Optimization exercise on an open flow, not production practice. RTL: at most simulated, not proved equivalent. Function not checked: runs 1 to 4. Clock network not from TritonCTS: runs 6 to 8. The clock port is an ideal driver here. Power: default activity.

==> design.v <==
`timescale 1ns/1ps
module top (
  input clk_i,
  input rst_ni,
  input uart_rx_i,
  output uart_tx_o,
  output LED_R,
  output LED_G,
  output LED_B
);
localparam logic [6:0] BT_END  = 7'b0000001;
localparam logic [6:0] BT_BIT  = 7'b0000011;   
localparam logic [6:0] BT_HALF = 7'b0100110;   
function automatic logic [6:0] bt_next(input logic [6:0] x);
  bt_next = {x[5:0], x[6] ^ x[5] ^ x[1] ^ x[0]};
endfunction
logic [2:0] sync;
always_ff @(posedge clk_i or negedge rst_ni) begin
  if (!rst_ni) sync <= 3'b0;
  else         sync <= {sync[1:0], uart_rx_i};
end
localparam logic [1:0] R_IDLE = 2'd0, R_START = 2'd1, R_DATA = 2'd2, R_STOP = 2'd3;
logic [1:0] rstate;
logic [6:0] rcnt;
logic [2:0] rbit;
logic [7:0] rdata;
logic       rzero, offer, wpulse;
assign rzero  = (rcnt == BT_END);
assign offer  = !rstate[1] && (rbit == 3'd6);
assign wpulse = !rstate[1] && (rbit == 3'd7);
always_ff @(posedge clk_i or negedge rst_ni) begin
  if (!rst_ni) begin
    rstate <= R_IDLE;
    rbit   <= 3'd0;
  end else begin
    case (rstate)
      R_IDLE:  if (sync[2:1] == 2'b10) rstate <= R_START;
      R_START: if (rzero) rstate <= (sync[2:1] == 2'b00) ? R_DATA : R_IDLE;
      R_DATA:  if (rzero && rbit == 3'd7) rstate <= R_STOP;
      R_STOP:  if (rzero) rstate <= R_IDLE;
    endcase
    if (rstate == R_STOP) begin
      if (rzero) rbit <= 3'd4;
    end else if (rstate == R_DATA) begin
      if (rzero) rbit <= rbit + 3'd1;
    end else if (rbit != 3'd0) begin
      rbit <= rbit + 3'd1;
    end
  end
end
always_ff @(posedge clk_i) begin
  if (rstate == R_IDLE) rcnt <= BT_HALF;
  else                  rcnt <= bt_next(rcnt);
  if (rstate == R_DATA && rzero) rdata <= {sync[2], rdata[7:1]};
end
logic [2:0] led;
always_ff @(posedge clk_i or negedge rst_ni) begin
  if (!rst_ni)    led <= 3'b0;
  else if (offer) led <= rdata[2:0];
end
assign LED_R = led[2];
assign LED_G = led[1];
assign LED_B = led[0];
logic [7:0] ring [0:15];
logic [3:0] wdist, rdist;
logic same, lastw, full, empty, commit, load, ins, wvalid, tstart;
assign same   = (wdist == rdist);
assign full   = same && lastw;
assign empty  = same && !lastw;
assign commit = wpulse && !full;
assign ins    = wvalid && (wdist == 4'd1) && !(full && tstart);
always_ff @(posedge clk_i) begin
  ring[0] <= ins ? rdata : ring[15];
  for (int i = 1; i < 16; i++) ring[i] <= ring[i-1];
end
always_ff @(posedge clk_i or negedge rst_ni) begin
  if (!rst_ni) begin
    wdist  <= 4'd0;
    rdist  <= 4'd0;
    lastw  <= 1'b0;
    wvalid <= 1'b0;
  end else begin
    if (commit) wvalid <= 1'b1;
    else if (rstate == R_DATA && rzero) wvalid <= 1'b0;
    if (commit)    lastw <= 1'b1;
    else if (load) lastw <= 1'b0;
    if (!commit) wdist <= wdist - 4'd1;
    if (!load)   rdist <= rdist - 4'd1;
  end
end
logic tbusy, tready;
logic [9:0] tsr;
logic [6:0] tcnt;
logic tzero, tlast;
assign tzero = (tcnt == BT_END);
assign tlast = (tsr[9:1] == 9'd0);
assign load  = tready && !tbusy;
always_ff @(posedge clk_i) begin
  if (tbusy && tzero)                tsr[9:1] <= {1'b0, tsr[9:2]};
  else if (tstart && rdist == 4'd1)  tsr[9:1] <= {1'b1, ring[15]};
  if (!tbusy) tcnt <= BT_BIT;
  else        tcnt <= bt_next(tcnt);
end
always_ff @(posedge clk_i or negedge rst_ni) begin
  if (!rst_ni) begin
    tbusy  <= 1'b0;
    tstart <= 1'b0;
    tready <= 1'b0;
    tsr[0] <= 1'b1;
  end else begin
    tready <= !empty && !tbusy;
    if (!tbusy) begin
      if (load) begin
        tbusy  <= 1'b1;
        tstart <= 1'b1;
        tsr[0] <= 1'b0;
      end
    end else if (tzero) begin
      tstart <= 1'b0;
      if (tlast) tbusy  <= 1'b0;
      else       tsr[0] <= tsr[1];
    end
  end
end
assign uart_tx_o = tsr[0];
endmodule
==> flow/run.sh <==
#!/bin/bash
export CTS_ARGS="-sink_clustering_enable -repair_clock_nets -dont_use_dummy_load -buf_list sky130_fd_sc_hd__clkbuf_16 -sink_clustering_size 64 -sink_clustering_max_diameter 300"
bash standard.sh finish > standard.log 2>&1
==> standard.sh <==
#!/bin/bash
# synth_recipe.tcl (not shown) runs the flow's synth.tcl, then flattens the netlist and writes it again
# the make line also repeats each setting of config.mk as NAME=value (left out here)
make -C /OpenROAD-flow-scripts/flow DESIGN_CONFIG=/design/flow/config.mk WORK_HOME=/design/flow/orfs CLKGATE_MAP_FILE= SYNTH_SCRIPT=/design/flow/synth_recipe.tcl "${@:-finish}"
==> config.mk <==
export PLATFORM = sky130hd
export DESIGN_NAME = top
export DESIGN_NICKNAME = top
export VERILOG_FILES = /design/flow/design.v
export SDC_FILE = /design/flow/constraint.sdc
export NUM_CORES = 4
export LEC_CHECK = 0
export ABC_AREA = 1
export CAP_MARGIN = 20
export CORE_MARGIN = 2
export CORE_UTILIZATION = 60
export SLEW_MARGIN = 20
==> constraint.sdc <==
create_clock -name core_clock -period 10.0 [get_ports {clk_i}]
set_input_delay 2.0000 -clock core_clock [delete_from_list [all_inputs] [get_ports {clk_i}]]
set_output_delay 2.0000 -clock core_clock [all_outputs]
set_load 0.01 [all_outputs]
==> metrics.md, run 1 <==
| Metric | Value |
|---|---|
| Dpl cell area | `around 5200 um^2` |
| Status | `no timing/DRC/antenna violations` |
| Die height | `slightly below 100 um` |
| Vias in the first global route | `2396` |
| Die area | `9240 um^2` |
| Syn nets | `417` |
| Vias/cell | `4.72` |
| Max stage delay cell, worst path | `dfstp_2` |
| EDFF count, synth | `16` |
| First-pass GRT wire length | `11.2 mm` |
| CP Data Required Time | `8000 ps` |
| Final instance area | `5670 um^2` |
| Avg Inst Size Synth | `~13 um^2` |
| # diodes | `0` |
| Ys flop type | `dfxtp_1` |
| # IOs | `7` |
| CP Cell Sequence | `clkdlybuf4s50_1` |
| Critical path peak fanout | `2` |
| Post-route DRC | `0` |
| Post-Synthesis Cells | `406` |
| CP Class | `flip-flop to output port` |
| Post-DRT Antenna Nets | `0` |
| Maximum vdd drop | `0.212 mV` |
| Filler cells | `~600` |
| CTS tree | `yes` |
| Clock root buffer master | `clkbuf_16` |
| Synth cell count leaders | `dfxtp_1 (143), nand2_1 (95), inv_1 (27)` |
| Post-CTS setup buffer count | `0` |
| Ratio of final minimum period to clock period | `34.4%` |
| Clock transition at path regs | `70 ps` |
| Post-CTS resize count | `0` |
| GPL Wtd Cong | `0.816` |
| Pin count of the biggest net entering global routing | `26` |
| Synth Warn # | `2` |
| # rows | `33` |
| Slew HR | `58.2%` |
| Min-Delay Path Class | `flip-flop to flip-flop` |
| Setup violators final | `0` |
| Total grt overflow | `0` |
| Tot GR Track Use | `between 15 and 20%` |
| CP peak stage delay | `520 ps` |
| Cell taking the most area after synthesis | `dfxtp_1` |
| Post-Route Setup TNS | `0 ps` |
| Total power | `1.89 mW` |
| Static Leak | `2.51 nW` |
| Power per cell area | `333 nW/um^2` |
| I/O Buffers | `6` |
| Detailed Routing Iterations Pass 1 | `4` |
| Clock latency at the later pin of the worst-skew pair | `420 ps` |
| DRT met1 WL | `3.40 mm` |
| Worst Setup SP | `tsr[0]$_DFFE_PN1P_` |
| RSZ-0062 raised after global routing | `false` |
| Yosys cell types | `30` |
| Final Max Tran Viols | `0` |
| Wirelength, routed | `6.57 mm` |
| Critical R2R Launch | `tbusy$_DFF_PN0_` |
| DPL Wire Length | `4.15 mm` |
| Sequential area share after synthesis | `78.0%` |
| Flops & latches, synth | `between 150 and 200` |
| Final min period | `3440 ps` |
| 1st-iter DRT viols | `60` |
| Layout cell share with drive strength beyond 1 | `under 10%` |
| Num Clock Sinks | `between 150 and 200` |
| Hold path startpoint | `ring[3][0]$_DFF_P_` |
| Routed length on met2 | `2.85 mm` |
| Core area | `8220 um^2` |
| F_max | `just under 300 MHz` |
| Starting Density | `62.0%` |
| Nature of the critical path startpoint | `flip-flop` |
| Synth-to-layout area growth | `11.3%` |
| Asr flop ratio synth | `13.6%` |
| Synth area leaders | `dfxtp_1 (56%), dfrtp_1 (12%), edfxtp_1 (9.4%)` |
| Maximum buffer depth of the clock tree | `2` |
| H-tree depth | `4` |
| TritonCTS Buffers | `17` |
| Max Cap Viol | `0` |
| Worst-margin pin slew | `624 ps` |
| Kind of cell adding the most delay to the critical path | `flip-flops` |
| Most common cell in the synthesized netlist | `dfxtp_1` |
| Final hold vios | `0` |
| Die X | `96.1 um` |
| Crit path buf inv count | `1` |
| Post-CTS Hold Buffers | `0` |
| WL per Instance | `12.4 um` |
| DP Cell Count | `513` |
| Clock Skew | `about 29 ps` |
| Signal arrival time at the worst endpoint | `1440 ps` |
| Initial antenna violation count | `0` |
| Yosys top cell area share | `56.2%` |
| Met3 Wirelength | `186 um` |
| Total vias in the final route | `2501` |
| Fin nets | `438` |
| Top sig layer | `met4` |
| Post-Syn Area | `just over 5000 um^2` |
| Non-Filler Instances | `530` |
| CP Capture Type | `output port` |
area by class of cell:
class                      count  area (um^2)  area share, %
multi-input combinational    183          956           16.9
tap                          105          131           2.32
sequential                   184         3970           70.0
timing repair buffer           6         55.1          0.971
inverter                      35          131           2.32
clock buffer                  17          425           7.50
cells by family after synthesis:
group / after synthesis / share of synthesized area, %
buffers and inverters: 39 / 3.27
xor gates and xnor gates: 7 / 1.20
adders and majority gates: 8 / 1.97
muxes: 3 / 0.663
AOI/OAI and AO/OA: 17 / 1.67
DFF: 184 / 78.0
and+or+nand+nor: 148 / 13.3
flip-flops by register name (all words and copies together) (netlist names), named ones only:
| register | count |
|---|---|
| sync | 3 |
| tcnt | 7 |
| tsr | 10 |
| rcnt | 7 |
| wvalid | 1 |
| ring | 128 |
| tbusy | 1 |
| tstart | 1 |
| rdist | 4 |
| led | 3 |
| rstate | 1 |
| lastw | 1 |
| rdata | 8 |
| wdist | 4 |
| tready | 1 |
| rbit | 3 |
cells in the final DEF, fill, tap and decap left out, drive strengths merged:
cell and instances:
nand2 96, o21ai 12, ha 8, xor2 7, inv 35, dfstp 1, mux2 3, dfxtp 143
or2 3, nor3 3, edfxtp 16, nand4 8, buf 1, nor4 1, nand3 15, dfrtp 24
clkbuf 17, clkdlybuf4s50 5, nand3b 1, nor2 21, a21oi 5
final timing paths:
check,endpoint,slack [ps],cells past startpoint
worst min register to register,ring[4][0]$_DFF_P_,300,0
worst min-delay path,ring[4][0]$_DFF_P_,300,0
worst max-delay path,uart_tx_o,6560,1
worst max register to register,tsr[6]$_DFFE_PP_,8010,6
max in group asynchronous,tsr[0]$_DFFE_PN1P_,8020,1
min in group asynchronous,rbit[0]$_DFFE_PN0P_,1580,1
through the flow:
step	setup slack [ps]	hold slack [ps]	utilization, %
floorplan	7470	310	-
global placement	6610	310	63.9
detailed placement	6970	312	63.8
CTS	6540	303	69.0
global route	6520	303	69.0
finish	6560	301	69.0
layer usage:
layer	track usage, %	vias up
li1	-	1305
met1	22.4	1159
met2	23.6	25
met3	5.72	12
met4	9.76	0
met5	0	-
power breakdown:
| group | internal (mW) | total [mW] | leakage, nW | switching [mW] |
|---|---|---|---|---|
| Combinational | 0.124 | 0.318 | 0.702 | 0.194 |
| Sequential | 0.962 | 1.05 | 1.60 | 0.0928 |
| Clock | 0.295 | 0.517 | 0.209 | 0.222 |
| Total | 1.38 | 1.89 | 2.51 | 0.509 |
==> run 2, diff against run 1 <==
==> flow/run.sh (replaced) <==
#!/bin/bash
export CTS_ARGS="-repair_clock_nets -dont_use_dummy_load -buf_list sky130_fd_sc_hd__clkbuf_16"
bash standard.sh finish > standard.log 2>&1
==> run 2 against run 1 <==
Compared with the run above:
- sequential share of layout area unchanged
- register-to-register slack about the same
- setup slack unchanged
- combinational power about the same
- sequential power about the same
==> metrics.md, run 2 <==
| Metric | Value |
|---|---|
| Maximum vdd drop | `0.212 mV` |
| Worst-margin pin slew | `624 ps` |
| Critical R2R Capture | `tsr[6]$_DFFE_PP_` |
| # IOs | `7` |
| DPL Wire Length | `4.15 mm` |
| Setup violators final | `0` |
| CP Capture Type | `output port` |
| Cell taking the most area after synthesis | `dfxtp_1` |
| Synth area leaders | `dfxtp_1 (56%), dfrtp_1 (12%), edfxtp_1 (9.4%)` |
| Post-CTS Hold Buffers | `0` |
| Num Clock Sinks | `184` |
| Commonest non-fill, non-tap cell in the layout | `dfxtp_1` |
| Critical R2R Launch | `tbusy$_DFF_PN0_` |
| Slew HR | `58.2%` |
| Vias/cell | `4.72` |
| Met3 GRT Util | `5.72%` |
| Final instance area | `5670 um^2` |
| Initial antenna violation count | `0` |
| Most frequent cells in the layout | `dfxtp_1 (143), nand2_1 (95), inv_1 (27)` |
| Asr flop ratio synth | `13.6%` |
| Total grt overflow | `0` |
| Filler cells | `approximately 600` |
| Static Leak | `roughly 2.5 nW` |
| Worst Setup SP | `tsr[0]$_DFFE_PN1P_` |
| Kind of cell adding the most delay to the critical path | `flip-flops` |
| WL per Instance | `approximately 12 um` |
| Synth cell count leaders | `dfxtp_1 (143), nand2_1 (95), inv_1 (27)` |
| Die X | `96.1 um` |
| Die height | `96.1 um` |
| Post-CTS setup buffer count | `0` |
| Power per cell area | `333 nW/um^2` |
| Yosys top cell area share | `56.2%` |
| Wirelength, routed | `6.57 mm` |
| Starting Density | `62.0%` |
| Synth Area in Adders | `1.97%` |
| CP peak stage delay | `520 ps` |
| Clock Skew | `29.2 ps` |
| Critical path peak fanout | `2` |
| Top reg by flops | `ring` |
| Post-DRT Antenna Nets | `0` |
| F_max | `291 MHz` |
| # diodes | `0` |
| Post-route DRC | `0` |
| Detailed Routing Iterations Pass 1 | `4` |
| Syn nets | `approximately 420` |
| Largest family of logic cells by synthesized area | `simple AND/OR/NAND/NOR gates` |
| Grt met2 use | `around a quarter` |
| GR Layer Usage met1 | `22.4%` |
| Maximum buffer depth of the clock tree | `2` |
| I/O Buffers | `6` |
| Crit path capture | `uart_tx_o` |
| Ys flop type | `dfxtp_1` |
| Multi-input logic area | `956 um^2` |
| Final Max Tran Viols | `0` |
| Max stage delay cell, worst path | `dfstp_2` |
| Avg Inst Size Synth | `about 13 um^2` |
| Ratio of final minimum period to clock period | `34.4%` |
| Vias in the first global route | `2396` |
| Final min period | `3440 ps` |
| Fin nets | `438` |
| Crit path buf inv count | `1` |
| Final hold vios | `0` |
| Register area | `just under 4000 um^2` |
| Core area | `8220 um^2` |
| Layout cell share with drive strength beyond 1 | `a little under 9%` |
| Die area | `9240 um^2` |
| Max FFs per register | `128` |
| FF-to-FF setup slack | `8010 ps` |
| Area share of and/or/nand/nor cells after synthesis | `13.3%` |
| Post-Syn Area | `approximately 5100 um^2` |
| Clock latency at the later pin of the worst-skew pair | `roughly 420 ps` |
| Top flop regs | `ring (128), tsr (10), rdata (8)` |
| Status | `no timing/DRC/antenna violations` |
| Global route hottest layer | `met2` |
| Max Cap Viol | `0` |
| CP Cell Sequence | `clkdlybuf4s50_1` |
| Clock root buffer master | `clkbuf_16` |
| Post-Synth XOR/XNOR Area | `1.20%` |
| Signal arrival time at the worst endpoint | `around 1400 ps` |
| Sequential area share after synthesis | `78.0%` |
| R2R cell count | `6` |
| Pin count of the biggest net entering global routing | `26` |
| Most common cell in the synthesized netlist | `dfxtp_1` |
| Synth Warn # | `2` |
| RSZ-0062 raised after global routing | `false` |
| Clock transition at path regs | `around 70 ps` |
| CTS tree | `yes` |
| TritonCTS Buffers | `17` |
| 1st-iter DRT viols | `60` |
| Tot GR Track Use | `16.7%` |
| EDFF count, synth | `16` |
| Compound-Gate Fraction of Synth Area | `under 10%` |
| Flops & latches, synth | `184` |
| Nature of the critical path startpoint | `flip-flop` |
| Post-Route Setup TNS | `0 ps` |
| Total vias in the final route | `approximately 2500` |
| Post-synthesis mux area share | `0.663%` |
| Synth-to-layout area growth | `11.3%` |
| First-pass GRT wire length | `roughly 11 mm` |
| Yosys cell types | `30` |
| Dpl cell area | `5240 um^2` |
| Worst path depth | `1` |
| CP Class | `flip-flop to output port` |
| Post-Synthesis Cells | `406` |
| Min-Delay Path Class | `flip-flop to flip-flop` |
| H-tree depth | `4` |
| CP Data Required Time | `8000 ps` |
| Post-CTS resize count | `0` |
| # rows | `33` |
| GPL Wtd Cong | `between 0.8 and 0.9` |
## run 2: cell type report
cell class | count | share of cell area, %
repair buffers | 6 | 0.971
multi-input cells | 183 | 16.9
inverters | 35 | 2.32
well taps | 105 | 2.32
flip-flops and latches | 184 | 70.0
clock buffers | 17 | 7.50
## run 2: per-stage QoR
stage / utilization (%) / std cells / hold WS, ps / total power, mW / worst slack [ps]
after CTS: 69.0 / 530 / 303 / 1.91 / 6540
after detailed placement: 63.8 / 513 / 312 / 1.39 / 6970
after global placement: 63.9 / 513 / 310 / 1.38 / 6610
after floorplan: - / 406 / 310 / 1.30 / 7470
after global routing: 69.0 / 530 / 303 / 2.01 / 6520
final: 69.0 / 530 / 301 / 1.89 / 6560
## run 2: kinds of logic after synthesis
| group | count (synthesis) |
|---|---|
| DFF | 184 |
| and+or+nand+nor | 148 |
| buffers and inverters | 39 |
| AOI/OAI and AO/OA | 17 |
| adders and majority gates | 8 |
| xor gates and xnor gates | 7 |
| muxes | 3 |
## run 2: routing by layer
layer  wire length [um]  share of wire [%]  up-vias
met2               2850                 43       25
met1               3400                 52     1159
met3                186                2.8       12
li1                   -                  -     1305
met5                  0                  0        -
met4                131                2.0        0
## run 2: how the worst min path moves through the flow
stage	startpoint	end	slack (ps)	depth (start not counted)
2_1_floorplan	ring[9][0]$_DFF_P_	ring[10][0]$_DFF_P_	310	0
3_3_place_gp	ring[9][7]$_DFF_P_	ring[10][7]$_DFF_P_	310	0
3_5_place_dp	ring[11][4]$_DFF_P_	ring[12][4]$_DFF_P_	310	0
4_1_cts	ring[3][0]$_DFF_P_	ring[4][0]$_DFF_P_	300	0
5_1_grt	ring[3][0]$_DFF_P_	ring[4][0]$_DFF_P_	300	0
6_report	ring[3][0]$_DFF_P_	ring[4][0]$_DFF_P_	300	0
## run 2: where the power goes
part	total (mW)	internal [mW]	switching, mW
Clock	0.517	0.295	0.222
Sequential	1.05	0.962	0.0928
Combinational	0.318	0.124	0.194
Total	1.89	1.38	0.509
==> run 3, diff against run 2 <==
==> flow/run.sh (replaced) <==
#!/bin/bash
export CTS_ARGS="-repair_clock_nets -dont_use_dummy_load -buf_list sky130_fd_sc_hd__clkbuf_8 -sink_clustering_levels 1"
bash standard.sh finish > standard.log 2>&1
==> run 3 against run 2 <==
Compared with the run above:
- still clean on timing, DRC and antenna
- area after synthesis did not move
- worst hold slack worse by 12 ps
- sequential power hardly changed
- critical endpoint unchanged
- largest cell class unchanged
- largest power group unchanged
- highest routed layer unchanged
==> metrics.md, run 3 <==
| Metric | Value |
|---|---|
| Detailed Routing Iterations Pass 1 | `6` |
| Core Util, Final | `66.7%` |
| Pin count of the biggest net entering global routing | `26` |
| Filler cells | `618` |
| CP Capture Type | `output port` |
| Core area | `about 8000 um^2` |
| Post-CTS Hold Buffers | `0` |
| Most frequent cells in the layout | `dfxtp_1 (143), nand2_1 (95), inv_1 (27)` |
| Commonest non-fill, non-tap cell in the layout | `dfxtp_1` |
| CP peak stage delay | `530 ps` |
| Final Max Tran Viols | `0` |
| Static Leak | `2.42 nW` |
| Ys flop type | `dfxtp_1` |
| First-pass GRT wire length | `10.8 mm` |
| Vias in the first global route | `2329` |
| RSZ-0062 raised after global routing | `false` |
| Starting Density | `62.0%` |
| Post-route DRC | `0` |
| I/O Buffers | `6` |
| Most common cell in the synthesized netlist | `dfxtp_1` |
| Clock transition at path regs | `~90 ps` |
| Post-DRT Antenna Nets | `0` |
| F_max | `290 MHz` |
| CTS tree | `yes` |
| Max Cap Viol | `0` |
| WL per Instance | `roughly 12 um` |
| Post-Route Setup TNS | `0 ps` |
| DP Cell Count | `513` |
| Synth-to-layout area growth | `7.57%` |
| Cell taking the most area after synthesis | `dfxtp_1` |
| Non-Filler Instances | `530` |
| Final min period | `3450 ps` |
| Layout cell share with drive strength beyond 1 | `8.71%` |
| Yosys cell types | `30` |
| Critical path peak fanout | `2` |
| # rows | `33` |
| Synth area leaders | `dfxtp_1 (56%), dfrtp_1 (12%), edfxtp_1 (9.4%)` |
| Setup violators final | `0` |
| Ratio of final minimum period to clock period | `between 30% and 40%` |
| # IOs | `7` |
| Tot GR Track Use | `16.0%` |
| Wirelength, routed | `between 6 and 7 mm` |
| Worst-margin pin slew | `634 ps` |
| Fin nets | `438` |
| Post-CTS setup buffer count | `0` |
| Post-Syn Area | `5090 um^2` |
| Power per cell area | `314 nW/um^2` |
| GPL Wtd Cong | `0.816` |
| Top reg by flops | `ring` |
| Kind of cell adding the most delay to the critical path | `flip-flops` |
| CP Class | `flip-flop to output port` |
| Final hold vios | `0` |
| Total grt overflow | `0` |
| Register area | `3970 um^2` |
| Max stage delay cell, worst path | `dfstp_2` |
| Sequential area share after synthesis | `78.0%` |
| Avg Inst Size Synth | `12.5 um^2` |
| Flops & latches, synth | `184` |
| Die X | `96.1 um` |
| # diodes | `0` |
| Initial antenna violation count | `0` |
| Num Clock Sinks | `184` |
| Post-Synthesis Cells | `between 400 and 500` |
| Slew HR | `57.6%` |
| 1st-iter DRT viols | `88` |
| Min-Delay Path Class | `flip-flop to flip-flop` |
| Synth Warn # | `2` |
| Maximum vdd drop | `0.163 mV` |
| Die area | `around 9200 um^2` |
| Multi-input logic area | `about 960 um^2` |
| Synth cell count leaders | `dfxtp_1 (143), nand2_1 (95), inv_1 (27)` |
| Die height | `96.1 um` |
| H-tree depth | `4` |
| Status | `no timing/DRC/antenna violations` |
| Post-CTS resize count | `0` |
| CP Cell Sequence | `clkdlybuf4s50_1` |
| DPL Wire Length | `about 4.1 mm` |
| Maximum buffer depth of the clock tree | `2` |
| Clock latency at the later pin of the worst-skew pair | `440 ps` |
| CP Data Required Time | `~8000 ps` |
| Yosys top cell area share | `between 50% and 60%` |
| Clock Skew | `44.5 ps` |
| Signal arrival time at the worst endpoint | `1450 ps` |
| TritonCTS Buffers | `17` |
| Top flop regs | `ring (128), tsr (10), rdata (8)` |
| Asr flop ratio synth | `13.6%` |
| Max FFs per register | `128` |
| EDFF count, synth | `16` |
| Nature of the critical path startpoint | `flip-flop` |
| Crit path buf inv count | `1` |
| Syn nets | `about 420` |
| Clock root buffer master | `clkbuf_8` |
| Vias/cell | `between 4 and 5` |
| Total vias in the final route | `2479` |
-- run 3: cell counts after synthesis --
Identical to the previous run, type by type.
-- run 3: through the flow --
step | instance area, um^2 | hold slack, ps | worst slack (ps) | power (mW)
finish | 5480 | 290 | 6550 | 1.72
global route | 5480 | 294 | 6490 | 1.84
CTS | 5480 | 293 | 6520 | 1.74
detailed placement | 5240 | 312 | 6970 | 1.39
global placement | 5250 | 310 | 6610 | 1.38
floorplan | 5090 | 310 | 7470 | 1.30
-- run 3: worst paths after layout --
path                                          from             endpoint  slack (ps)  cells after the start
worst min-delay path            ring[3][0]$_DFF_P_   ring[4][0]$_DFF_P_         290                      0
min in group asynchronous                   rst_ni  rbit[0]$_DFFE_PN0P_        1570                      1
worst max register to register     tbusy$_DFF_PN0_     tsr[6]$_DFFE_PP_        7990                      6
max in group asynchronous                   rst_ni      tbusy$_DFF_PN0_        8030                      1
worst min register to register  ring[3][0]$_DFF_P_   ring[4][0]$_DFF_P_         290                      0
worst max-delay path            tsr[0]$_DFFE_PN1P_            uart_tx_o        6550                      1
-- run 3: cells by family after synthesis --
| family | count (synthesis) | synth area share [%] |
|---|---|---|
| DFF | 184 | 78.0 |
| and+or+nand+nor | 148 | 13.3 |
| buffers and inverters | 39 | 3.27 |
| AOI/OAI and AO/OA | 17 | 1.67 |
| adders and majority gates | 8 | 1.97 |
| xor gates and xnor gates | 7 | 1.20 |
| muxes | 3 | 0.663 |
-- run 3: report_power, final --
part / total [mW] / switching (mW) / internal (mW) / leakage, nW
logic: 0.319 / 0.195 / 0.124 / 0.702
clock network: 0.350 / 0.199 / 0.151 / 0.122
registers: 1.05 / 0.0915 / 0.960 / 1.60
total: 1.72 / 0.485 / 1.23 / 2.42
-- run 3: layout make-up --
cell class	count	area share, %
flip-flops and latches	184	72.5
well taps	105	2.40
multi-input cells	183	17.5
inverters	35	2.40
clock buffers	17	4.27
repair buffers	6	1.01
-- run 3: per-layer routing --
metal / share of wire [%] / track usage, % / vias to the layer above / wire [um]
met5: 0 / 0 / - / 0
met3: 3.1 / 6.34 / 10 / 196
met4: 1.7 / 7.62 / 0 / 110
met1: 52 / 21.8 / 1142 / 3330
met2: 43 / 22.5 / 23 / 2750
li1: - / - / 1304 / -
==> run 4, diff against run 3 <==
==> flow/run.sh (replaced) <==
#!/bin/bash
# Standard ORFS layout; clock tree built without dummy loads.
export CTS_ARGS="-sink_clustering_enable -repair_clock_nets -dont_use_dummy_load -buf_list sky130_fd_sc_hd__clkbuf_8 -sink_clustering_size 40 -sink_clustering_max_diameter 100"
bash standard.sh finish > standard.log 2>&1
==> run 4 against run 3 <==
Compared with the run above:
- sequential cell count unchanged
- setup slack unchanged
- still clean on timing, DRC and antenna
- clock power about the same
- highest routed layer unchanged
- synthesized cell count is the same
- area after synthesis unchanged
- combinational power about the same
- clock skew stayed put
==> metrics.md, run 4 <==
| Metric | Value |
|---|---|
| Post-CTS Hold Buffers | `0` |
| Die area | `just over 9000 um^2` |
| Grt met2 use | `between 20% and 30%` |
| Maximum buffer depth of the clock tree | `2` |
| Power per cell area | `314 nW/um^2` |
| CP Capture Type | `output port` |
| Vias/cell | `4.68` |
| Critical path peak fanout | `2` |
| Cell taking the most area after synthesis | `dfxtp_1` |
| Global route hottest layer | `met2` |
| # rows | `33` |
| Critical R2R Capture | `tsr[6]$_DFFE_PP_` |
| Core area | `8220 um^2` |
| Kind of cell adding the most delay to the critical path | `flip-flops` |
| Synth-to-layout area growth | `7.57%` |
| Worst-margin pin slew | `634 ps` |
| Max Cap Viol | `0` |
| Yosys cell types | `30` |
| Total grt overflow | `0` |
| Post-route DRC | `0` |
| Die X | `between 90 and 100 um` |
| Total vias in the final route | `around 2500` |
| Commonest non-fill, non-tap cell in the layout | `dfxtp_1` |
| CTS tree | `yes` |
| Most frequent cells in the layout | `dfxtp_1 (143), nand2_1 (95), inv_1 (27)` |
| Maximum vdd drop | `0.163 mV` |
| Crit path buf inv count | `1` |
| Max stage delay cell, worst path | `dfstp_2` |
| Dpl cell area | `5240 um^2` |
| Signal arrival time at the worst endpoint | `1450 ps` |
| Num Clock Sinks | `184` |
| Status | `no timing/DRC/antenna violations` |
| R2R cell count | `6` |
| GR Layer Usage met1 | `a little over a fifth` |
| FF-to-FF setup slack | `7990 ps` |
| Top flop regs | `ring (128), tsr (10), rdata (8)` |
| Post-CTS setup buffer count | `0` |
| First-pass GRT wire length | `10.8 mm` |
| Detailed Routing Iterations Pass 1 | `6` |
| Slew HR | `57.6%` |
| Post-CTS resize count | `0` |
| H-tree depth | `4` |
| Synth cell count leaders | `dfxtp_1 (143), nand2_1 (95), inv_1 (27)` |
| CP peak stage delay | `about 530 ps` |
| F_max | `about 290 MHz` |
| # IOs | `7` |
| Worst hold endpoint | `ring[4][0]$_DFF_P_` |
| Asr flop ratio synth | `between 10% and 20%` |
| Clock root buffer master | `clkbuf_8` |
| Starting Density | `62.0%` |
| Static Leak | `2.42 nW` |
| Final min period | `3450 ps` |
| Post-Route Setup TNS | `0 ps` |
| DPL Wire Length | `4.15 mm` |
| Most common cell in the synthesized netlist | `dfxtp_1` |
| Tot GR Track Use | `16.0%` |
| Synth Warn # | `2` |
| Initial antenna violation count | `0` |
| CP Class | `flip-flop to output port` |
| Setup violators final | `0` |
| Synth area leaders | `dfxtp_1 (56%), dfrtp_1 (12%), edfxtp_1 (9.4%)` |
| Post-Syn Area | `between 5000 and 6000 um^2` |
| Post-DRT Antenna Nets | `0` |
| TritonCTS Buffers | `17` |
| Min-Delay Path Class | `flip-flop to flip-flop` |
| Ratio of final minimum period to clock period | `34.5%` |
| Final instance area | `around 5500 um^2` |
| EDFF count, synth | `16` |
| Final hold vios | `0` |
| Clock Skew | `about 45 ps` |
| # diodes | `0` |
| CP Cell Sequence | `clkdlybuf4s50_1` |
| Die height | `96.1 um` |
| Syn nets | `~420` |
| Layout cell share with drive strength beyond 1 | `8.71%` |
| Clock latency at the later pin of the worst-skew pair | `440 ps` |
| Critical R2R Launch | `tbusy$_DFF_PN0_` |
| Fin nets | `438` |
| Hold path startpoint | `ring[3][0]$_DFF_P_` |
| Avg Inst Size Synth | `12.5 um^2` |
| Hold Path Depth | `0` |
| I/O Buffers | `6` |
| 1st-iter DRT viols | `88` |
| Post-Synthesis Cells | `approximately 410` |
| Clock transition at path regs | `90 ps` |
| Top reg by flops | `ring` |
| Yosys top cell area share | `56.2%` |
| WL per Instance | `roughly 12 um` |
| CP Data Required Time | `8000 ps` |
| Nature of the critical path startpoint | `flip-flop` |
| Vias in the first global route | `approximately 2300` |
| Ys flop type | `dfxtp_1` |
| Pin count of the biggest net entering global routing | `26` |
| RSZ-0062 raised after global routing | `false` |
| Wirelength, routed | `approximately 6.4 mm` |
| GPL Wtd Cong | `0.816` |
| Max FFs per register | `around 130` |
| Flops & latches, synth | `184` |
| Final Max Tran Viols | `0` |
| Met3 GRT Util | `6.34%` |
| Sequential area share after synthesis | `between 70% and 80%` |
run 4: through the flow:
stage / std cells / setup slack (ps) / power, mW / hold slack [ps] / utilization (%)
finish: 530 / 6550 / 1.72 / 290 / 66.7
global route: 530 / 6490 / 1.84 / 294 / 66.7
CTS: 530 / 6520 / 1.74 / 293 / 66.7
detailed placement: 513 / 6970 / 1.39 / 312 / 63.8
global placement: 513 / 6610 / 1.38 / 310 / 63.9
floorplan: 406 / 7470 / 1.30 / 310 / -
run 4: area by class of cell:
cell class | count | area, um^2
Sequential cell | 184 | 3970
Tap cell | 105 | 131
Timing Repair Buffer | 6 | 55.1
Multi-Input combinational cell | 183 | 956
Inverter | 35 | 131
Clock buffer | 17 | 234
Fill cell | 618 | 2740
run 4: report_power, final:
| part | internal [mW] | switching (mW) |
|---|---|---|
| Sequential | 0.960 | 0.0915 |
| Clock | 0.151 | 0.199 |
| Combinational | 0.124 | 0.195 |
run 4: logic make-up (layout without fill, tap and decap cells):
logic type | count (synthesis) | in the layout | share of synthesized area, %
AND/OR/NAND/NOR | 148 | 148 | 13.3
adder cells (fa/ha/maj) | 8 | 8 | 1.97
XOR/XNOR | 7 | 7 | 1.20
multiplexers | 3 | 3 | 0.663
flip-flops | 184 | 184 | 78.0
buffers and inverters | 39 | 58 | 3.27
AO/OA/AOI/OAI | 17 | 17 | 1.67
run 4: worst max path at each step:
stage	start	endpoint	slack (ps)	cells after the start
final	tsr[0]$_DFFE_PN1P_	uart_tx_o	6550	1
after global routing	tsr[0]$_DFFE_PN1P_	uart_tx_o	6490	1
after CTS	tsr[0]$_DFFE_PN1P_	uart_tx_o	6520	1
after detailed placement	tsr[0]$_DFFE_PN1P_	uart_tx_o	6970	1
after global placement	rst_ni	tbusy$_DFF_PN0_	6610	1
after floorplan	tsr[0]$_DFFE_PN1P_	uart_tx_o	7470	0
run 4: layer usage:
layer / wire (um) / vias up
li1: - / 1304
met3: 196 / 10
met1: 3330 / 1142
met5: 0 / -
met2: 2750 / 23
met4: 110 / 0
==> run 5, diff against run 4 <==
--- a/design.v
+++ b/design.v
@@ -70,3 +70,3 @@
 assign commit = wpulse && !full;
-assign ins    = wvalid && (wdist == 4'd1) && !(full && tstart);
+assign ins    = wvalid && (wdist == 4'd1) && !(lastw && tstart);
 always_ff @(posedge clk_i) begin
==> run 5 against run 4 <==
Compared with the run above:
- synthesized cell count shrank 1.2%
- worst hold slack gained 2.1 ps
- critical path depth did not move
- non-clock buffer count is 1 higher
- clock skew is 2.0 ps higher
- routed wire length grew 0.31%
- sequential cell count stayed put
- final area grew 0.21%
- combinational power is 9.1% lower
- count of clock-buffer cells in the layout is the same
- sequential power is 7% lower
- largest cell class unchanged
==> metrics.md, run 5 <==
| Metric | Value |
|---|---|
| EDFF count, synth | `16` |
| Comb power frac | `17.9%` |
| Post-route DRC | `0` |
| Min-Delay Path Class | `flip-flop to flip-flop` |
| Status | `no timing/DRC/antenna violations` |
| Cell Int Power | `1.17 mW` |
| Post-CTS setup buffer count | `0` |
| Hold path startpoint | `ring[3][2]$_DFF_P_` |
| Final Max Tran Viols | `0` |
| Final WS setup | `6540 ps` |
| Clock root buffer master | `clkbuf_8` |
| # IOs | `7` |
| Most common cell in the synthesized netlist | `dfxtp_1` |
| CP Capture Type | `output port` |
| Crit path buf inv count | `1` |
| Top reg by flops | `ring` |
| Switching fraction of total power | `27.8%` |
| Sequential area share after synthesis | `78.0%` |
| Non-Filler Instances | `526` |
| Setup WS pre-CTS | `6970 ps` |
| Max stage delay cell, worst path | `dfstp_2` |
| Asr flop ratio synth | `13.6%` |
| Setup violators final | `0` |
| CP Cell Sequence | `clkdlybuf4s50_1` |
| Commonest non-fill, non-tap cell in the layout | `dfxtp_1` |
| Synth Warn # | `2` |
| Synth-to-layout area growth | `7.87%` |
| TritonCTS Buffers | `17` |
| RSZ-0062 raised after global routing | `false` |
| Detailed Routing Iterations Pass 1 | `4` |
| Post-CTS Hold Buffers | `0` |
| Critical path peak fanout | `2` |
| Core area | `a little over 8000 um^2` |
| Flops & latches, synth | `between 150 and 200` |
| Post-DRT Antenna Nets | `0` |
| First-pass GRT wire length | `10.7 mm` |
| Total vias in the final route | `roughly 2500` |
| Tot GR Track Use | `15.9%` |
| Num Clock Sinks | `184` |
| Starting Density | `between 60% and 70%` |
| Ys flop type | `dfxtp_1` |
| Worst-margin pin slew | `708 ps` |
| CP Class | `flip-flop to output port` |
| Die X | `96.1 um` |
| Layout cell share with drive strength beyond 1 | `approximately a tenth` |
| CP peak stage delay | `between 500 and 600 ps` |
| DPL Wire Length | `4.18 mm` |
| Clock power frac | `21.6%` |
| Nature of the critical path startpoint | `flip-flop` |
| Avg Inst Size Synth | `about 13 um^2` |
| Max Cap Viol | `0` |
| Die area | `9230 um^2` |
| I/O Buffers | `6` |
| Seq pwr share | `60.5%` |
| Post-Synthesis Cells | `401` |
| Most frequent cells in the layout | `dfxtp_1 (143), nand2_1 (80), inv_1 (39)` |
| Post-CTS resize count | `0` |
| Slew HR | `52.6%` |
| # diodes | `0` |
| Maximum vdd drop | `0.146 mV` |
| Clock transition at path regs | `120 ps` |
| Synth cell count leaders | `dfxtp_1 (143), nand2_1 (80), inv_1 (39)` |
| CTS tree | `yes` |
| Synth area leaders | `dfxtp_1 (56%), dfrtp_1 (12%), edfxtp_1 (9.4%)` |
| Yosys top cell area share | `56.3%` |
| Power per cell area | `approximately 300 nW/um^2` |
| H-tree depth | `4` |
| Worst Setup SP | `tsr[0]$_DFFE_PN1P_` |
| Total power | `1.62 mW` |
| GPL Wtd Cong | `0.760` |
| Critical R2R Launch | `wdist[1]$_DFFE_PN0N_` |
| WL per Instance | `12.2 um` |
| Fin nets | `434` |
| Yosys cell types | `33` |
| Vias in the first global route | `about 2400` |
| Static Leak | `2.45 nW` |
| Vias/cell | `4.72` |
| Final min period | `about 3500 ps` |
| # rows | `33` |
| P_sw | `0.451 mW` |
| Die height | `between 90 and 100 um` |
| Clock latency at the later pin of the worst-skew pair | `440 ps` |
| Clock Skew | `46.5 ps` |
| Syn nets | `412` |
| Ratio of final minimum period to clock period | `34.6%` |
| Initial antenna violation count | `0` |
| 1st-iter DRT viols | `69` |
| Final hold vios | `0` |
| CP Data Required Time | `8000 ps` |
| F_max | `just under 300 MHz` |
| Total grt overflow | `0` |
| Max FFs per register | `128` |
| Kind of cell adding the most delay to the critical path | `flip-flops` |
| Post-Route Setup TNS | `0 ps` |
| Maximum buffer depth of the clock tree | `2` |
| Pin count of the biggest net entering global routing | `26` |
| Top flop regs | `ring (128), tsr (10), rdata (8)` |
| Cell taking the most area after synthesis | `dfxtp_1` |
| Wirelength, routed | `6.40 mm` |
| DP Cell Count | `509` |
| Signal arrival time at the worst endpoint | `1460 ps` |
| Post-Syn Area | `5090 um^2` |
[run 5: worst paths after layout]
path	cells past startpoint	slack, ps	endpoint
worst max-delay path	1	6540	uart_tx_o
worst min-delay path	0	290	ring[4][2]$_DFF_P_
worst max register to register	4	8270	ring[0][2]$_DFF_P_
worst min register to register	0	290	ring[4][2]$_DFF_P_
max in group asynchronous	2	7750	tsr[0]$_DFFE_PN1P_
min in group asynchronous	2	1940	led[2]$_DFFE_PN0P_
[run 5: cell families (layout without fill, tap and decap cells)]
logic type	count (synthesis)	count (layout)	share of synthesized area, %
DFF	184	184	78.0
and+or+nand+nor	126	126	10.9
AOI/OAI and AO/OA	23	23	2.61
buffers and inverters	46	66	3.88
xor gates and xnor gates	9	9	1.55
adders and majority gates	8	8	1.97
muxes	5	5	1.11
[run 5: power by group through the flow]
stage	clock, mW	sequential (mW)	combinational [mW]
6_report	0.350	0.981	0.290
5_1_grt	0.387	1.00	0.344
4_1_cts	0.363	0.984	0.296
3_5_place_dp	0	0.996	0.296
3_3_place_gp	0	0.993	0.282
2_1_floorplan	0	0.973	0.238
[run 5: stage by stage]
stage                     hold WS, ps  util [%]  cell area, um^2
after floorplan                   310         -             5090
after global placement            311      64.0             5260
after detailed placement          312      64.0             5260
after CTS                         293      66.8             5490
after global routing              303      66.8             5490
final                             292      66.8             5490
[run 5: per-layer routing]
| metal | track usage, % | part of all wire, % | up-vias |
|---|---|---|---|
| li1 | - | - | 1274 |
| met1 | 20.8 | 51 | 1168 |
| met2 | 24.1 | 44 | 27 |
| met3 | 4.93 | 2.7 | 13 |
| met4 | 7.86 | 1.9 | 0 |
| met5 | 0 | 0 | - |
[run 5: cell type report]
cell class / instances / area (um^2)
fill: 633 / 2730
multi-input combinational: 171 / 921
clock buffer: 17 / 234
inverter: 42 / 165
timing repair buffer: 7 / 67.6
tap: 105 / 131
sequential: 184 / 3970
==> run 6, diff against run 5 <==
==> flow/run.sh (replaced) <==
#!/bin/bash
# Standard ORFS layout, except that the clock tree is a small hand-built one
# (flow/clock_tree.tcl) instead of TritonCTS's.
set -e
here=$(pwd)
cp -r "$FLOW_HOME/scripts" "$here/scripts"
python3 - "$here/scripts/cts.tcl" "$here/flow/clock_tree.tcl" <<'PY'
import sys
p, tree = sys.argv[1], sys.argv[2]
s = open(p).read()
old = "log_cmd clock_tree_synthesis {*}$cts_args"
assert old in s
s = s.replace(old, "source " + tree)
open(p, "w").write(s)
PY
export CT_LEAVES=10 CT_ROOT_CELL=sky130_fd_sc_hd__clkbuf_16
bash standard.sh SCRIPTS_DIR="$here/scripts" finish > standard.log 2>&1
==> flow/clock_tree.tcl (new file) <==
# Small clock tree in place of TritonCTS: one root buffer next to the clock
# port driving a few leaf buffers, each at the centre of a k-means cluster of
# the flip-flops it clocks.
proc my_clock_tree {} {
  set nleaf [expr {[info exists ::env(CT_LEAVES)] ? $::env(CT_LEAVES) : 4}]
  set leafcell [expr {[info exists ::env(CT_LEAF_CELL)] ? $::env(CT_LEAF_CELL) : "sky130_fd_sc_hd__clkbuf_8"}]
  set rootcell [expr {[info exists ::env(CT_ROOT_CELL)] ? $::env(CT_ROOT_CELL) : "sky130_fd_sc_hd__clkbuf_8"}]
  set db [ord::get_db]
  set block [ord::get_db_block]
  set clk [$block findNet clk_i]
  set sinks {}
  foreach it [$clk getITerms] {
    set bb [[$it getInst] getBBox]
    lappend sinks [list $it [expr {([$bb xMin] + [$bb xMax]) / 2.0}] [expr {([$bb yMin] + [$bb yMax]) / 2.0}]]
  }
  set n [llength $sinks]
  puts "my_clock_tree: $n sinks, $nleaf leaves"
  # k-means, seeded along the x order
  set sorted [lsort -real -index 1 $sinks]
  set cx {}; set cy {}
  for {set k 0} {$k < $nleaf} {incr k} {
    set s [lindex $sorted [expr {int(($k + 0.5) * $n / $nleaf)}]]
    lappend cx [lindex $s 1]; lappend cy [lindex $s 2]
  }
  for {set iter 0} {$iter < 30} {incr iter} {
    set sx [lrepeat $nleaf 0.0]; set sy [lrepeat $nleaf 0.0]; set sn [lrepeat $nleaf 0]
    set assign {}
    foreach s $sinks {
      set best 0; set bd 1e30
      for {set k 0} {$k < $nleaf} {incr k} {
        set d [expr {abs([lindex $s 1] - [lindex $cx $k]) + abs([lindex $s 2] - [lindex $cy $k])}]
        if {$d < $bd} { set bd $d; set best $k }
      }
      lappend assign $best
      lset sx $best [expr {[lindex $sx $best] + [lindex $s 1]}]
      lset sy $best [expr {[lindex $sy $best] + [lindex $s 2]}]
      lset sn $best [expr {[lindex $sn $best] + 1}]
    }
    for {set k 0} {$k < $nleaf} {incr k} {
      if {[lindex $sn $k] > 0} {
        lset cx $k [expr {[lindex $sx $k] / [lindex $sn $k]}]
        lset cy $k [expr {[lindex $sy $k] / [lindex $sn $k]}]
      }
    }
  }
  # root buffer at the centroid of the leaves
  set rx 0.0; set ry 0.0
  for {set k 0} {$k < $nleaf} {incr k} { set rx [expr {$rx + [lindex $cx $k]}]; set ry [expr {$ry + [lindex $cy $k]}] }
  set rx [expr {int($rx / $nleaf)}]; set ry [expr {int($ry / $nleaf)}]
  set root [odb::dbInst_create $block [$db findMaster $rootcell] clkbuf_root]
  set rnet [odb::dbNet_create $block clknet_root]
  $rnet setSigType CLOCK
  [$root findITerm A] connect $clk
  [$root findITerm X] connect $rnet
  $root setLocation $rx $ry
  $root setPlacementStatus PLACED
  set leaves {}
  for {set k 0} {$k < $nleaf} {incr k} {
    set inst [odb::dbInst_create $block [$db findMaster $leafcell] clkbuf_leaf_$k]
    set net [odb::dbNet_create $block clknet_leaf_$k]
    $net setSigType CLOCK
    [$inst findITerm A] connect $rnet
    [$inst findITerm X] connect $net
    $inst setLocation [expr {int([lindex $cx $k])}] [expr {int([lindex $cy $k])}]
    $inst setPlacementStatus PLACED
    lappend leaves $net
  }
  foreach s $sinks a $assign {
    set it [lindex $s 0]
    $it disconnect
    $it connect [lindex $leaves $a]
  }
  puts "my_clock_tree: cluster sizes [lrepeat 1 $sn]"
  set_propagated_clock [all_clocks]
}
my_clock_tree
--- a/config.mk
+++ b/config.mk
@@ -10,3 +10,3 @@
 export CORE_MARGIN = 2
-export CORE_UTILIZATION = 60
+export CORE_UTILIZATION = 70
 export SLEW_MARGIN = 20
==> run 6 against run 5 <==
Compared with the run above:
- setup slack improved by 51 ps
- global-route usage increased by 1.3 points
- routed wire length about the same
- clock power decreased by 15%
- via count decreased by 1.3%
- utilization increased by 9.0 points
- largest cell class unchanged
- cell count decreased by 2.3%
- sequential share of layout area increased by 1.1 points
- die area decreased by 14%
- critical endpoint unchanged
- critical path depth unchanged
- still clean
==> metrics.md, run 6 <==
| Metric | Value |
|---|---|
| Kind of cell adding the most delay to the critical path | `flip-flops` |
| Most frequent cells in the layout | `dfxtp_1 (143), nand2_1 (80), inv_1 (39)` |
| GR Layer Usage met1 | `26.7%` |
| Ratio of final minimum period to clock period | `34.1%` |
| Seq pwr share | `62.5%` |
| Signal arrival time at the worst endpoint | `1410 ps` |
| Hold path startpoint | `ring[8][6]$_DFF_P_` |
| Clock latency at the later pin of the worst-skew pair | `360 ps` |
| Power per cell area | `290 nW/um^2` |
| Final WS setup | `6590 ps` |
| Top reg by flops | `ring` |
| R2R cell count | `4` |
| Hold Path Depth | `0` |
| Max FFs per register | `128` |
| Top flop regs | `ring (128), tsr (10), rdata (8)` |
| Static Leak | `~2.4 nW` |
| DPL Wire Length | `4.33 mm` |
| Ys flop type | `dfxtp_1` |
| Switching fraction of total power | `28.1%` |
| Min-Delay Path Class | `flip-flop to flip-flop` |
| I/O Buffers | `6` |
| Synth-to-layout area growth | `6.32%` |
| Starting Density | `71.3%` |
| Cell taking the most area after synthesis | `dfxtp_1` |
| Fin nets | `428` |
| Post-Syn Area | `5090 um^2` |
| 1st-iter DRT viols | `slightly below 80` |
| Asr flop ratio synth | `13.6%` |
| Commonest non-fill, non-tap cell in the layout | `dfxtp_1` |
| # diodes | `0` |
| Flops & latches, synth | `184` |
| Met3 GRT Util | `2.86%` |
| Total power | `1.57 mW` |
| EDFF count, synth | `16` |
| GPL Wtd Cong | `0.780` |
| Worst hold endpoint | `ring[9][6]$_DFF_P_` |
| CP peak stage delay | `540 ps` |
| Core area | `7140 um^2` |
| Synth Warn # | `2` |
| Clock Skew | `37.8 ps` |
| Total vias in the final route | `2449` |
| RSZ-0062 raised after global routing | `false` |
| Status | `no timing/DRC/antenna violations` |
| Worst-margin pin slew | `682 ps` |
| Nature of the critical path startpoint | `flip-flop` |
| Final Max Tran Viols | `0` |
| Vias in the first global route | `2246` |
| Clock power frac | `19.0%` |
| Post-route DRC | `0` |
| Grt met2 use | `26.6%` |
| Final min period | `~3400 ps` |
| Comb power frac | `18.5%` |
| Max Cap Viol | `0` |
| Layout cell share with drive strength beyond 1 | `8.43%` |
| Post-Route Setup TNS | `0 ps` |
| Vias/cell | `4.76` |
| Core Util, Final | `75.8%` |
| Synth cell count leaders | `dfxtp_1 (143), nand2_1 (80), inv_1 (39)` |
| Synth area leaders | `dfxtp_1 (56%), dfrtp_1 (12%), edfxtp_1 (9.4%)` |
| Initial antenna violation count | `0` |
| CP Data Required Time | `~8000 ps` |
| CP Cell Sequence | `clkdlybuf4s50_1` |
| Crit path buf inv count | `1` |
| # IOs | `7` |
| Detailed Routing Iterations Pass 1 | `4` |
| Slew HR | `54.4%` |
| Wirelength, routed | `about 6.4 mm` |
| CP Class | `flip-flop to output port` |
| Sequential area share after synthesis | `78.0%` |
| Max stage delay cell, worst path | `dfstp_2` |
| Avg Inst Size Synth | `12.7 um^2` |
| Filler cells | `roughly 490` |
| Syn nets | `412` |
| Maximum vdd drop | `0.195 mV` |
| Setup WS pre-CTS | `between 6000 and 7000 ps` |
| Total grt overflow | `0` |
| Die X | `just under 90 um` |
| Critical R2R Capture | `rdata[3]$_DFFE_PP_` |
| Yosys top cell area share | `56.3%` |
| Final hold vios | `0` |
| Cell Int Power | `1.13 mW` |
| # rows | `31` |
| Die height | `approximately 90 um` |
| Post-CTS setup buffer count | `0` |
| Most common cell in the synthesized netlist | `dfxtp_1` |
| F_max | `293 MHz` |
| WL per Instance | `12.5 um` |
| Die area | `roughly 8000 um^2` |
| Pin count of the biggest net entering global routing | `26` |
| Post-Synthesis Cells | `about 400` |
| Setup violators final | `0` |
| First-pass GRT wire length | `between 10 and 15 mm` |
| Post-CTS resize count | `0` |
| Yosys cell types | `33` |
| Tot GR Track Use | `17.1%` |
| Post-DRT Antenna Nets | `0` |
| Post-CTS Hold Buffers | `0` |
| FF-to-FF setup slack | `roughly 8300 ps` |
| Critical path peak fanout | `2` |
| Global route hottest layer | `met1` |
| CP Capture Type | `output port` |
| Clock transition at path regs | `110 ps` |
| P_sw | `0.442 mW` |
==> run 6: cell counts after synthesis <==
Identical to the previous run, type by type.
==> run 6: power groups by stage <==
stage	clock network (mW)	logic, mW	registers, mW
5_1_grt	0.332	0.343	1.00
6_report	0.298	0.291	0.982
2_1_floorplan	0	0.238	0.973
4_1_cts	0.305	0.296	0.984
3_5_place_dp	0	0.295	0.999
3_3_place_gp	0	0.279	0.992
==> run 6: final cells by class <==
| type | count | area (um^2) | share of cell area [%] |
|---|---|---|---|
| flip-flops and latches | 184 | 3970 | 73.4 |
| well taps | 99 | 124 | 2.29 |
| inverters | 42 | 165 | 3.05 |
| plain buffers | 11 | 163 | 3.01 |
| multi-input cells | 171 | 921 | 17.0 |
| repair buffers | 7 | 67.6 | 1.25 |
==> run 6: worst max-delay path by stage <==
stage,cells after the start,to,start
floorplan,0,uart_tx_o,tsr[0]$_DFFE_PN1P_
finish,1,uart_tx_o,tsr[0]$_DFFE_PN1P_
global placement,1,uart_tx_o,tsr[0]$_DFFE_PN1P_
global route,1,uart_tx_o,tsr[0]$_DFFE_PN1P_
detailed placement,1,uart_tx_o,tsr[0]$_DFFE_PN1P_
CTS,1,uart_tx_o,tsr[0]$_DFFE_PN1P_
==> run 6: metal layers <==
metal / wire length, um / vias to the layer above
met5: 0 / -
met4: 65 / 0
met1: 3220 / 1155
met2: 2870 / 20
li1: - / 1268
met3: 241 / 6
==> run 6: kinds of logic after synthesis <==
family,count (synthesis),share of synthesized area [%]
flops,184,78.0
buf+inv,46,3.88
fa+ha+maj,8,1.97
simple gates,126,10.9
xor+xnor,9,1.55
compound gates,23,2.61
mux,5,1.11
==> run 6: stage by stage <==
| stage | hold WS (ps) | instance area, um^2 | instances |
|---|---|---|---|
| floorplan | 310 | 5090 | 401 |
| global placement | 311 | 5250 | 503 |
| global route | 319 | 5410 | 514 |
| detailed placement | 312 | 5250 | 503 |
| CTS | 315 | 5410 | 514 |
| finish | 308 | 5410 | 514 |
==> run 7, diff against run 6 <==
--- a/flow/run.sh
+++ b/flow/run.sh
@@ -15,3 +15,3 @@
 PY
-export CT_LEAVES=10 CT_ROOT_CELL=sky130_fd_sc_hd__clkbuf_16
+export CT_LEAVES=10 BUFFER_PORTS_ARGS="-buffer_cell sky130_fd_sc_hd__buf_1"
 bash standard.sh SCRIPTS_DIR="$here/scripts" finish > standard.log 2>&1
==> flow/clock_tree.tcl (replaced) <==
# Small clock tree in place of TritonCTS: one root buffer driving a few leaf
# buffers, each at the centre of a group of flip-flops. The groups come from
# recursive bisection of the flip-flop positions, so they are of equal size.
proc my_ct_split {sinks k} {
  if {$k <= 1} { return [list $sinks] }
  set xs {}; set ys {}
  foreach s $sinks { lappend xs [lindex $s 1]; lappend ys [lindex $s 2] }
  set xs [lsort -real $xs]; set ys [lsort -real $ys]
  set dx [expr {[lindex $xs end] - [lindex $xs 0]}]
  set dy [expr {[lindex $ys end] - [lindex $ys 0]}]
  set idx [expr {$dx >= $dy ? 1 : 2}]
  set sorted [lsort -real -index $idx $sinks]
  set k1 [expr {$k / 2}]
  set n1 [expr {int(round([llength $sinks] * double($k1) / $k))}]
  return [concat [my_ct_split [lrange $sorted 0 [expr {$n1 - 1}]] $k1] \
                 [my_ct_split [lrange $sorted $n1 end] [expr {$k - $k1}]]]
}
proc my_clock_tree {} {
  set nleaf [expr {[info exists ::env(CT_LEAVES)] ? $::env(CT_LEAVES) : 8}]
  set leafcell [expr {[info exists ::env(CT_LEAF_CELL)] ? $::env(CT_LEAF_CELL) : "sky130_fd_sc_hd__clkbuf_8"}]
  set rootcell [expr {[info exists ::env(CT_ROOT_CELL)] ? $::env(CT_ROOT_CELL) : "sky130_fd_sc_hd__clkbuf_16"}]
  set db [ord::get_db]
  set block [ord::get_db_block]
  set clk [$block findNet clk_i]
  set sinks {}
  foreach it [$clk getITerms] {
    set bb [[$it getInst] getBBox]
    lappend sinks [list $it [expr {([$bb xMin] + [$bb xMax]) / 2.0}] [expr {([$bb yMin] + [$bb yMax]) / 2.0}]]
  }
  puts "my_clock_tree: [llength $sinks] sinks, $nleaf leaves"
  set groups [my_ct_split $sinks $nleaf]
  set root [odb::dbInst_create $block [$db findMaster $rootcell] clkbuf_root]
  set rnet [odb::dbNet_create $block clknet_root]
  $rnet setSigType CLOCK
  [$root findITerm A] connect $clk
  [$root findITerm X] connect $rnet
  set rx 0.0; set ry 0.0
  set k 0
  foreach g $groups {
    set sx 0.0; set sy 0.0
    foreach s $g { set sx [expr {$sx + [lindex $s 1]}]; set sy [expr {$sy + [lindex $s 2]}] }
    set cx [expr {$sx / [llength $g]}]; set cy [expr {$sy / [llength $g]}]
    set rx [expr {$rx + $cx}]; set ry [expr {$ry + $cy}]
    set inst [odb::dbInst_create $block [$db findMaster $leafcell] clkbuf_leaf_$k]
    set net [odb::dbNet_create $block clknet_leaf_$k]
    $net setSigType CLOCK
    [$inst findITerm A] connect $rnet
    [$inst findITerm X] connect $net
    $inst setLocation [expr {int($cx)}] [expr {int($cy)}]
    $inst setPlacementStatus PLACED
    foreach s $g {
      set it [lindex $s 0]
      $it disconnect
      $it connect $net
    }
    puts "my_clock_tree: leaf $k drives [llength $g] sinks"
    incr k
  }
  $root setLocation [expr {int($rx / $k)}] [expr {int($ry / $k)}]
  $root setPlacementStatus PLACED
  set_propagated_clock [all_clocks]
}
my_clock_tree
==> run 7 against run 6 <==
Compared with the run above:
- first-iteration DRC count is 58% higher
- worst hold slack improved by 20 ps
- sequential share of layout area is 0.51 points higher
- clock skew shrank 25 ps
- clock power is 2% higher
- final area decreased by 0.69%
- die area did not move
- critical path depth unchanged
- utilization down 0.53 points
- sequential power hardly changed
- still clean
- total power decreased by 0.22%
==> metrics.md, run 7 <==
| Metric | Value |
|---|---|
| Min-Delay Path Class | `flip-flop to flip-flop` |
| Commonest non-fill, non-tap cell in the layout | `dfxtp_1` |
| Nature of the critical path startpoint | `flip-flop` |
| EDFF count, synth | `16` |
| Starting Density | `71.3%` |
| Ys flop type | `dfxtp_1` |
| CP Class | `flip-flop to output port` |
| Die X | `89.3 um` |
| Layout cell share with drive strength beyond 1 | `8.43%` |
| Final hold vios | `0` |
| Kind of cell adding the most delay to the critical path | `flip-flops` |
| Tot GR Track Use | `18.2%` |
| F_max | `about 330 MHz` |
| # rows | `31` |
| # IOs | `7` |
| Wirelength, routed | `slightly below 7 mm` |
| GPL Wtd Cong | `0.771` |
| Total grt overflow | `0` |
| Yosys top cell area share | `56.3%` |
| First-pass GRT wire length | `11.3 mm` |
| Slew HR | `~57%` |
| Vias/cell | `~4.8` |
| Avg Inst Size Synth | `~13 um^2` |
| RSZ-0062 raised after global routing | `false` |
| CP Capture Type | `output port` |
| DPL Wire Length | `4.41 mm` |
| Ratio of final minimum period to clock period | `30.4%` |
| Status | `no timing/DRC/antenna violations` |
| Post-Route Setup TNS | `0 ps` |
| Post-Synthesis Cells | `401` |
| Fin nets | `428` |
| Post-Syn Area | `5090 um^2` |
| Clock transition at path regs | `110 ps` |
| Signal arrival time at the worst endpoint | `about 1000 ps` |
| Flops & latches, synth | `about 180` |
| CP Data Required Time | `around 8000 ps` |
| Power per cell area | `292 nW/um^2` |
| I/O Buffers | `6` |
| Core area | `7140 um^2` |
| Final Max Tran Viols | `0` |
| Hold Path Depth | `0` |
| Synth cell count leaders | `dfxtp_1 (143), nand2_1 (80), inv_1 (39)` |
| Top flop regs | `ring (128), tsr (10), rdata (8)` |
| Post-CTS resize count | `0` |
| Post-CTS setup buffer count | `0` |
| Most frequent cells in the layout | `dfxtp_1 (143), nand2_1 (80), inv_1 (39)` |
| Final min period | `between 3000 and 4000 ps` |
| Static Leak | `2.40 nW` |
| Critical path peak fanout | `2` |
| Vias in the first global route | `2382` |
| Clock Skew | `about 12 ps` |
| Die area | `~8000 um^2` |
| Yosys cell types | `33` |
| Initial antenna violation count | `0` |
| Detailed Routing Iterations Pass 1 | `4` |
| Synth area leaders | `dfxtp_1 (56%), dfrtp_1 (12%), edfxtp_1 (9.4%)` |
| Crit path buf inv count | `1` |
| 1st-iter DRT viols | `123` |
| Synth Warn # | `2` |
| Worst path depth | `1` |
| Max Cap Viol | `0` |
| Max stage delay cell, worst path | `dfstp_2` |
| Cell taking the most area after synthesis | `dfxtp_1` |
| Clock latency at the later pin of the worst-skew pair | `360 ps` |
| Post-CTS Hold Buffers | `0` |
| Post-route DRC | `0` |
| # diodes | `0` |
| Maximum vdd drop | `around 0.21 mV` |
| Most common cell in the synthesized netlist | `dfxtp_1` |
| Top reg by flops | `ring` |
| WL per Instance | `13.1 um` |
| Sequential area share after synthesis | `78.0%` |
| Syn nets | `roughly 400` |
| CP peak stage delay | `540 ps` |
| Setup violators final | `0` |
| Total vias in the final route | `2446` |
| R2R cell count | `6` |
| CP Cell Sequence | `buf_1` |
| Max FFs per register | `between 100 and 150` |
| Synth-to-layout area growth | `5.58%` |
| Post-DRT Antenna Nets | `0` |
| Worst-margin pin slew | `643 ps` |
| WHS | `329 ps` |
| Pin count of the biggest net entering global routing | `26` |
| Asr flop ratio synth | `a little over an eighth` |
| Die height | `a little under 90 um` |
run 7: metrics by stage:
step	std cells	total power [mW]	worst slack, ps	area [um^2]	util, %
2_1_floorplan	401	1.21	7470	5090	-
3_3_place_gp	503	1.26	7350	5210	73.0
3_5_place_dp	503	1.29	7350	5210	73.0
4_1_cts	514	1.59	6940	5370	75.3
5_1_grt	514	1.67	6920	5370	75.3
6_report	514	1.57	6960	5370	75.3
run 7: logic make-up after synthesis:
group | after synthesis | share of synthesized area, %
AOI/OAI and AO/OA | 23 | 2.61
xor gates and xnor gates | 9 | 1.55
adders and majority gates | 8 | 1.97
buffers and inverters | 46 | 3.88
DFF | 184 | 78.0
muxes | 5 | 1.11
and+or+nand+nor | 126 | 10.9
run 7: area by class of cell:
cell class / count / area [um^2]
tap: 99 / 124
multi-input combinational: 171 / 921
buffer: 11 / 163
timing repair buffer: 7 / 30.0
sequential: 184 / 3970
fill: 506 / 1760
inverter: 42 / 165
run 7: report_power, final:
group	total, mW	switching, mW	internal (mW)
clock network	0.303	0.193	0.109
registers	0.984	0.0832	0.900
logic	0.282	0.172	0.110
total	1.57	0.448	1.12
run 7: worst register-to-register path, delay by kind of cell (launching register included):
kind          cells  cell delay [ps]
simple gates      4              620
flops             1              580
buf+inv           2              180
run 7: worst paths after layout:
| path | start | end | slack, ps |
|---|---|---|---|
| max | tsr[0]$_DFFE_PN1P_ | uart_tx_o | 6960 |
| min | ring[9][6]$_DFF_P_ | ring[10][6]$_DFF_P_ | 330 |
| min in group asynchronous | rst_ni | wdist[0]$_DFFE_PN0N_ | 1610 |
| min reg2reg | ring[9][6]$_DFF_P_ | ring[10][6]$_DFF_P_ | 330 |
| max in group asynchronous | rst_ni | tsr[0]$_DFFE_PN1P_ | 8100 |
| max reg2reg | tbusy$_DFF_PN0_ | tsr[5]$_DFFE_PP_ | 8300 |
run 7: per-layer routing:
metal	global-route usage, %	routed length, um
met1	27.0	3270
met2	30.0	3180
met3	1.48	148
met4	3.53	133
met5	0	0
==> run 8, diff against run 7 <==
--- a/flow/run.sh
+++ b/flow/run.sh
@@ -15,3 +15,3 @@
 PY
-export CT_LEAVES=10 BUFFER_PORTS_ARGS="-buffer_cell sky130_fd_sc_hd__buf_1"
+export CT_LEAVES=8
 bash standard.sh SCRIPTS_DIR="$here/scripts" finish > standard.log 2>&1
==> run 8 against run 7 <==
Compared with the run above:
- highest routed layer unchanged
- routed wire length down 4.0%
- clock power down 8.3%
- final area grew 0.19%
- global-route usage fell by 1.0 points
- still clean on timing, DRC and antenna
- critical path type unchanged
==> metrics.md, run 8 <==
| Metric | Value |
|---|---|
| Die area | `7970 um^2` |
| # IOs | `7` |
| Commonest non-fill, non-tap cell in the layout | `dfxtp_1` |
| Signal arrival time at the worst endpoint | `between 1000 and 1500 ps` |
| Top reg by flops | `ring` |
| Tot GR Track Use | `17.1%` |
| Static Leak | `2.40 nW` |
| Synth cell count leaders | `dfxtp_1 (143), nand2_1 (80), inv_1 (39)` |
| Vias/cell | `4.79` |
| Nature of the critical path startpoint | `flip-flop` |
| # rows | `31` |
| Post-CTS resize count | `0` |
| Max Cap Viol | `0` |
| Post-Synthesis Cells | `~400` |
| Synth area leaders | `dfxtp_1 (56%), dfrtp_1 (12%), edfxtp_1 (9.4%)` |
| WHS | `332 ps` |
| 1st-iter DRT viols | `101` |
| Ys flop type | `dfxtp_1` |
| CP Cell Sequence | `clkdlybuf4s50_1` |
| Yosys cell types | `33` |
| Starting Density | `71.3%` |
| Total power | `roughly 1.6 mW` |
| CP Data Required Time | `8000 ps` |
| Sequential area share after synthesis | `78.0%` |
| RSZ-0062 raised after global routing | `false` |
| Final Max Tran Viols | `0` |
| Clock transition at path regs | `130 ps` |
| CP peak stage delay | `550 ps` |
| Layout cell share with drive strength beyond 1 | `7.99%` |
| Kind of cell adding the most delay to the critical path | `flip-flops` |
| Power per cell area | `about 290 nW/um^2` |
| Non-Filler Instances | `between 500 and 600` |
| Top flop regs | `ring (128), tsr (10), rdata (8)` |
| Post-Route Setup TNS | `0 ps` |
| Setup violators final | `0` |
| Post-CTS Hold Buffers | `0` |
| CP Capture Type | `output port` |
| First-pass GRT wire length | `10.7 mm` |
| WL per Instance | `12.6 um` |
| Crit path buf inv count | `1` |
| Post-route DRC | `0` |
| EDFF count, synth | `16` |
| F_max | `292 MHz` |
| DP Cell Count | `503` |
| Maximum vdd drop | `about 0.18 mV` |
| Final WS setup | `6580 ps` |
| Total grt overflow | `0` |
| Fin nets | `426` |
| I/O Buffers | `6` |
| Most frequent cells in the layout | `dfxtp_1 (143), nand2_1 (80), inv_1 (39)` |
| Final min period | `roughly 3400 ps` |
| Initial antenna violation count | `0` |
| Critical path peak fanout | `2` |
| Ratio of final minimum period to clock period | `34.2%` |
| Max stage delay cell, worst path | `dfstp_2` |
| Status | `no timing/DRC/antenna violations` |
| Die height | `slightly below 90 um` |
| Clock latency at the later pin of the worst-skew pair | `350 ps` |
| Yosys top cell area share | `between 50% and 60%` |
| Final hold vios | `0` |
| Syn nets | `about 410` |
| Post-DRT Antenna Nets | `0` |
| DPL Wire Length | `4.33 mm` |
| Core area | `7140 um^2` |
| Wirelength, routed | `6.47 mm` |
| Total vias in the final route | `2455` |
| Asr flop ratio synth | `13.6%` |
| Min-Delay Path Class | `flip-flop to flip-flop` |
| Filler cells | `486` |
| Detailed Routing Iterations Pass 1 | `4` |
| Synth Warn # | `2` |
[run 8: layout make-up]
type,instances,area (um^2),area share (%)
timing repair buffer,7,67.6,1.26
sequential,184,3970,73.8
multi-input combinational,171,921,17.1
tap,99,124,2.30
buffer,9,135,2.51
inverter,42,165,3.07
[run 8: power breakdown]
part	switching (mW)	internal, mW	total (mW)
clock network	0.186	0.0921	0.278
logic	0.173	0.120	0.293
registers	0.0823	0.900	0.982
total	0.441	1.11	1.55
[run 8: kinds of logic after synthesis]
kind of cell             after synthesis  synth area share (%)
AND/OR/NAND/NOR                      126                  10.9
flip-flops                           184                  78.0
multiplexers                           5                  1.11
AO/OA/AOI/OAI                         23                  2.61
adder cells (fa/ha/maj)                8                  1.97
buffers and inverters                 46                  3.88
XOR/XNOR                               9                  1.55
[run 8: worst paths after layout]
| path | startpoint | endpoint | slack (ps) | cells after the start |
|---|---|---|---|---|
| max in group asynchronous | rst_ni | tsr[0]$_DFFE_PN1P_ | 7700 | 2 |
| worst max-delay path | tsr[0]$_DFFE_PN1P_ | uart_tx_o | 6580 | 1 |
| worst min register to register | ring[2][2]$_DFF_P_ | ring[3][2]$_DFF_P_ | 330 | 0 |
| worst min-delay path | ring[2][2]$_DFF_P_ | ring[3][2]$_DFF_P_ | 330 | 0 |
| worst max register to register | tbusy$_DFF_PN0_ | tsr[3]$_DFFE_PP_ | 8270 | 6 |
| min in group asynchronous | rst_ni | rbit[2]$_DFFE_PN0P_ | 2000 | 2 |
[run 8: per-layer routing]
| metal | track usage, % | share of wire [%] | up-vias |
|---|---|---|---|
| met5 | 0 | 0 | - |
| met4 | 2.44 | 1.7 | 0 |
| met3 | 1.94 | 2.7 | 8 |
| met2 | 26.5 | 44 | 25 |
| met1 | 27.2 | 52 | 1160 |
| li1 | - | - | 1262 |

Re-timed with assumed drivers on the ports (clkbuf_16 on the clock, buf_2 on other inputs), run 8 has 6.541 ns of setup slack against 6.576 ns with ideal ports, and 6.922 ns once port delays also move by the mid clock arrival of 0.381 ns.
